Background: an optimization exercise with open tools, aiming at small area and a short achievable clock period. Do not read the settings as production practice. Function was checked by simulation only, so behaviour that the tests miss may differ from the original. No activity file was given, so power comes from the tool's default toggle rates.

==> flow/design.v (excerpt) <==
module core (
    input  clk_i,
    input  rst_i,
    input  [31:0] inst_i,
    input  [31:0] data_i,
    output [31:0] inst_addr_o,
    output [31:0] data_o,
    output [31:0] data_addr_o,
    output        data_rw_o,
    output [1:0]  data_width_o,
    output        fence_o
);
Size: about 4100 cells after synthesis.
export LEC_CHECK = 0
export CAP_MARGIN = 30
export CORE_MARGIN = 2
export CORE_UTILIZATION = 56
export CTS_BUF_LIST = sky130_fd_sc_hd__clkbuf_8
export CTS_CLUSTER_DIAMETER = 50
export CTS_CLUSTER_SIZE = 16
export SETUP_SLACK_MARGIN = 4
export SLEW_MARGIN = 30
export SYNTH_HIERARCHICAL = 1
create_clock -name core_clock -period 12.0 [get_ports {clk_i}]
run.sh (not shown) runs the stock make flow with config.mk's settings and CLKGATE_MAP_FILE= SYNTH_SCRIPT=/design/flow/synth_recipe.tcl, a recipe that flattens the netlist after the stock synthesis.
The first run went through all stages and came out clean.
Next try:
==> flow/flow/run.sh (new file) <==
#!/bin/bash
# Layout flow: the standard flow (standard.sh), except that the port
# buffers that global placement inserts, which are delay cells
# (clkdlybuf4s50_1), are replaced by plain buffers (buf_4 on inputs, buf_2 on
# outputs) before the placement-resizing step. Every port keeps its buffer.
set -euo pipefail
R=orfs/results/${FLOW_PLATFORM}/core/base
bash standard.sh 3_3_place_gp > standard_to_place_gp.log 2>&1
ODB_FILE=$R/3_3_place_gp.odb openroad -no_init -exit flow/swap_port_buffers.tcl > swap_port_buffers.log 2>&1
bash standard.sh > standard_finish.log 2>&1
==> flow/flow/swap_port_buffers.tcl (new file) <==
# Replace the delay-cell port buffers inserted by buffer_ports with plain
# buffers of the same function (A -> X).
set odb $::env(ODB_FILE)
read_db $odb
set db [ord::get_db]
set bin [$db findMaster sky130_fd_sc_hd__buf_4]
set bout [$db findMaster sky130_fd_sc_hd__buf_2]
set n 0
foreach inst [[ord::get_db_block] getInsts] {
  set name [$inst getName]
  if {[[$inst getMaster] getName] ne "sky130_fd_sc_hd__clkdlybuf4s50_1"} continue
  if {[regexp {^input[0-9]+$} $name]} { $inst swapMaster $bin; incr n }
  if {[regexp {^output[0-9]+$} $name]} { $inst swapMaster $bout; incr n }
}
puts "swapped $n port buffers"
write_db $odb
==> flow/standard.sh (new file) <==
#!/bin/bash
# synth_recipe.tcl (not shown) runs the flow's synth.tcl, then flattens the netlist and writes it again
# the make line also repeats each setting of config.mk as NAME=value (left out here)
make -C /OpenROAD-flow-scripts/flow DESIGN_CONFIG=/design/flow/config.mk WORK_HOME=/design/flow/orfs CLKGATE_MAP_FILE= SYNTH_SCRIPT=/design/flow/synth_recipe.tcl "${@:-finish}"
- CTS_BUF_LIST: sky130_fd_sc_hd__clkbuf_8 -> sky130_fd_sc_hd__clkbuf_8 sky130_fd_sc_hd__clkbuf_16
- CTS_CLUSTER_DIAMETER: 50 -> 60
- CTS_CLUSTER_SIZE: 16 -> 20
removed: flow/run.sh
Outcome:
- The new run completed without violations
- design area falls by 0.77%
- combinational power falls by about 2%
- via count hardly moves
- maximum frequency rises by 0.84%
- core utilization falls by 0.52 points
Next try:
- CTS_BUF_LIST: sky130_fd_sc_hd__clkbuf_8 sky130_fd_sc_hd__clkbuf_16 -> sky130_fd_sc_hd__clkbuf_8
- CTS_CLUSTER_DIAMETER: 60 -> 50
- CTS_CLUSTER_SIZE: 20 -> 16
What happened: The new run ran to the end with no violations. Count of clock-buffer cells in the layout rises by 15. Setup slack degrades by 75 ps. Total power went down by 4.6%.
Next try:
- CORE_UTILIZATION: 56 -> 60
=> The new run completed with no timing, DRC or antenna violations; worst hold slack is worse by 51 ps; final cell count is lower by 1.9%; wire length is about the same; register-to-register slack barely changes; worst setup slack is worse by 61 ps; design area is lower by 0.68%.


P:
Another version of the RTL of core (not shown whole).
Size in the first run: ~170 I/O pins, roughly 52,000 um2 of cells after synthesis.
// core
module core (
    input  clk_i,
    input  rst_i,
    input  [31:0] inst_i,
    input  [31:0] data_i,
    output [31:0] inst_addr_o,
    output [31:0] data_o,
    output [31:0] data_addr_o,
    output        data_rw_o,
    output [1:0]  data_width_o,
    output        fence_o
);
export LEC_CHECK = 0
export CAP_MARGIN = 30
export CORE_MARGIN = 2
export CORE_UTILIZATION = 56
export CTS_BUF_LIST = sky130_fd_sc_hd__clkbuf_8
export CTS_CLUSTER_DIAMETER = 50
export CTS_CLUSTER_SIZE = 16
export SETUP_SLACK_MARGIN = 4
export SLEW_MARGIN = 30
export SYNTH_HIERARCHICAL = 1
create_clock -name core_clock -period 12.0 [get_ports {clk_i}]
Stock flow here: none of the scripts above is used.
The flow did not stop early for P: all stages ran, and the layout cleared the timing, design-rule and antenna checks.
Input changes introduced in Q (baseline for comparison: P):
diff --git a/flow/config.mk b/flow/config.mk
--- a/flow/config.mk
+++ b/flow/config.mk
@@ -9,7 +9,7 @@
 export CORE_MARGIN = 2
 export CORE_UTILIZATION = 56
-export CTS_BUF_LIST = sky130_fd_sc_hd__clkbuf_8
-export CTS_CLUSTER_DIAMETER = 50
-export CTS_CLUSTER_SIZE = 16
+export CTS_BUF_LIST = sky130_fd_sc_hd__clkbuf_8 sky130_fd_sc_hd__clkbuf_16
+export CTS_CLUSTER_DIAMETER = 60
+export CTS_CLUSTER_SIZE = 20
 export SETUP_SLACK_MARGIN = 4
 export SLEW_MARGIN = 30
Findings:
| minimum hold slack | Q vs P | 0.015 ns lower |. Re overall die area: no difference whatsoever between P and Q. On clock network fraction of total power: between Q and P, it ends up higher for Q. [Q] worst setup slack rose 0.088 ns relative to P. Against P, Q reports a area growth from synthesis to final layout that is higher. Q reached the final stage; the timing, design-rule and antenna checks on its layout passed. Changes observed in Q relative to P: synthesized cell count now sits at about the same level, sum of routed wire length over all layers rose about 2%. Q vs P, area of combinational cells with multiple inputs went up by 260 um2. Delta(relative contribution of combinational cells to total power, Q - P) < 0.

[re-timing with driven ports]
The results above use ideal ports. As a check the final layouts listed here were re-extracted and re-timed, cells and wires unchanged. Step 1 assumes that a clkbuf_16 drives the clock port and a buf_2 every other input. Step 2 moves the port delays by t, midway between the first and last clock arrival at a register: inputs arrive t later, outputs are due t later. That takes back most of the time a late clock gives input paths. Three values: no drivers, after step 1, after step 2; two values: the first two.
run | t (ns) | setup WS [ns] | worst setup path after step 2
the first run of note 1 | 0.841 | 3.735 / 3.417 / 2.967 | input to register
the second run of note 1 | 0.740 | 3.804 / 3.496 / 3.128 | input to register
the third run of note 1 | 0.827 | 3.729 / 3.375 / 3.145 | input to register
the fourth run of note 1 | 0.804 | 3.667 / 3.613 / 3.143 | input to register
P | 0.871 | 3.256 / 3.222 / 2.871 | input to register
Q | 0.762 | 3.344 / 3.302 / 2.980 | input to register
After both steps setup and hold are still met in every run listed. The setup slack of the first run of note 1, which loses most, moves by -0.318 ns with the drivers and by -0.768 ns with both steps.
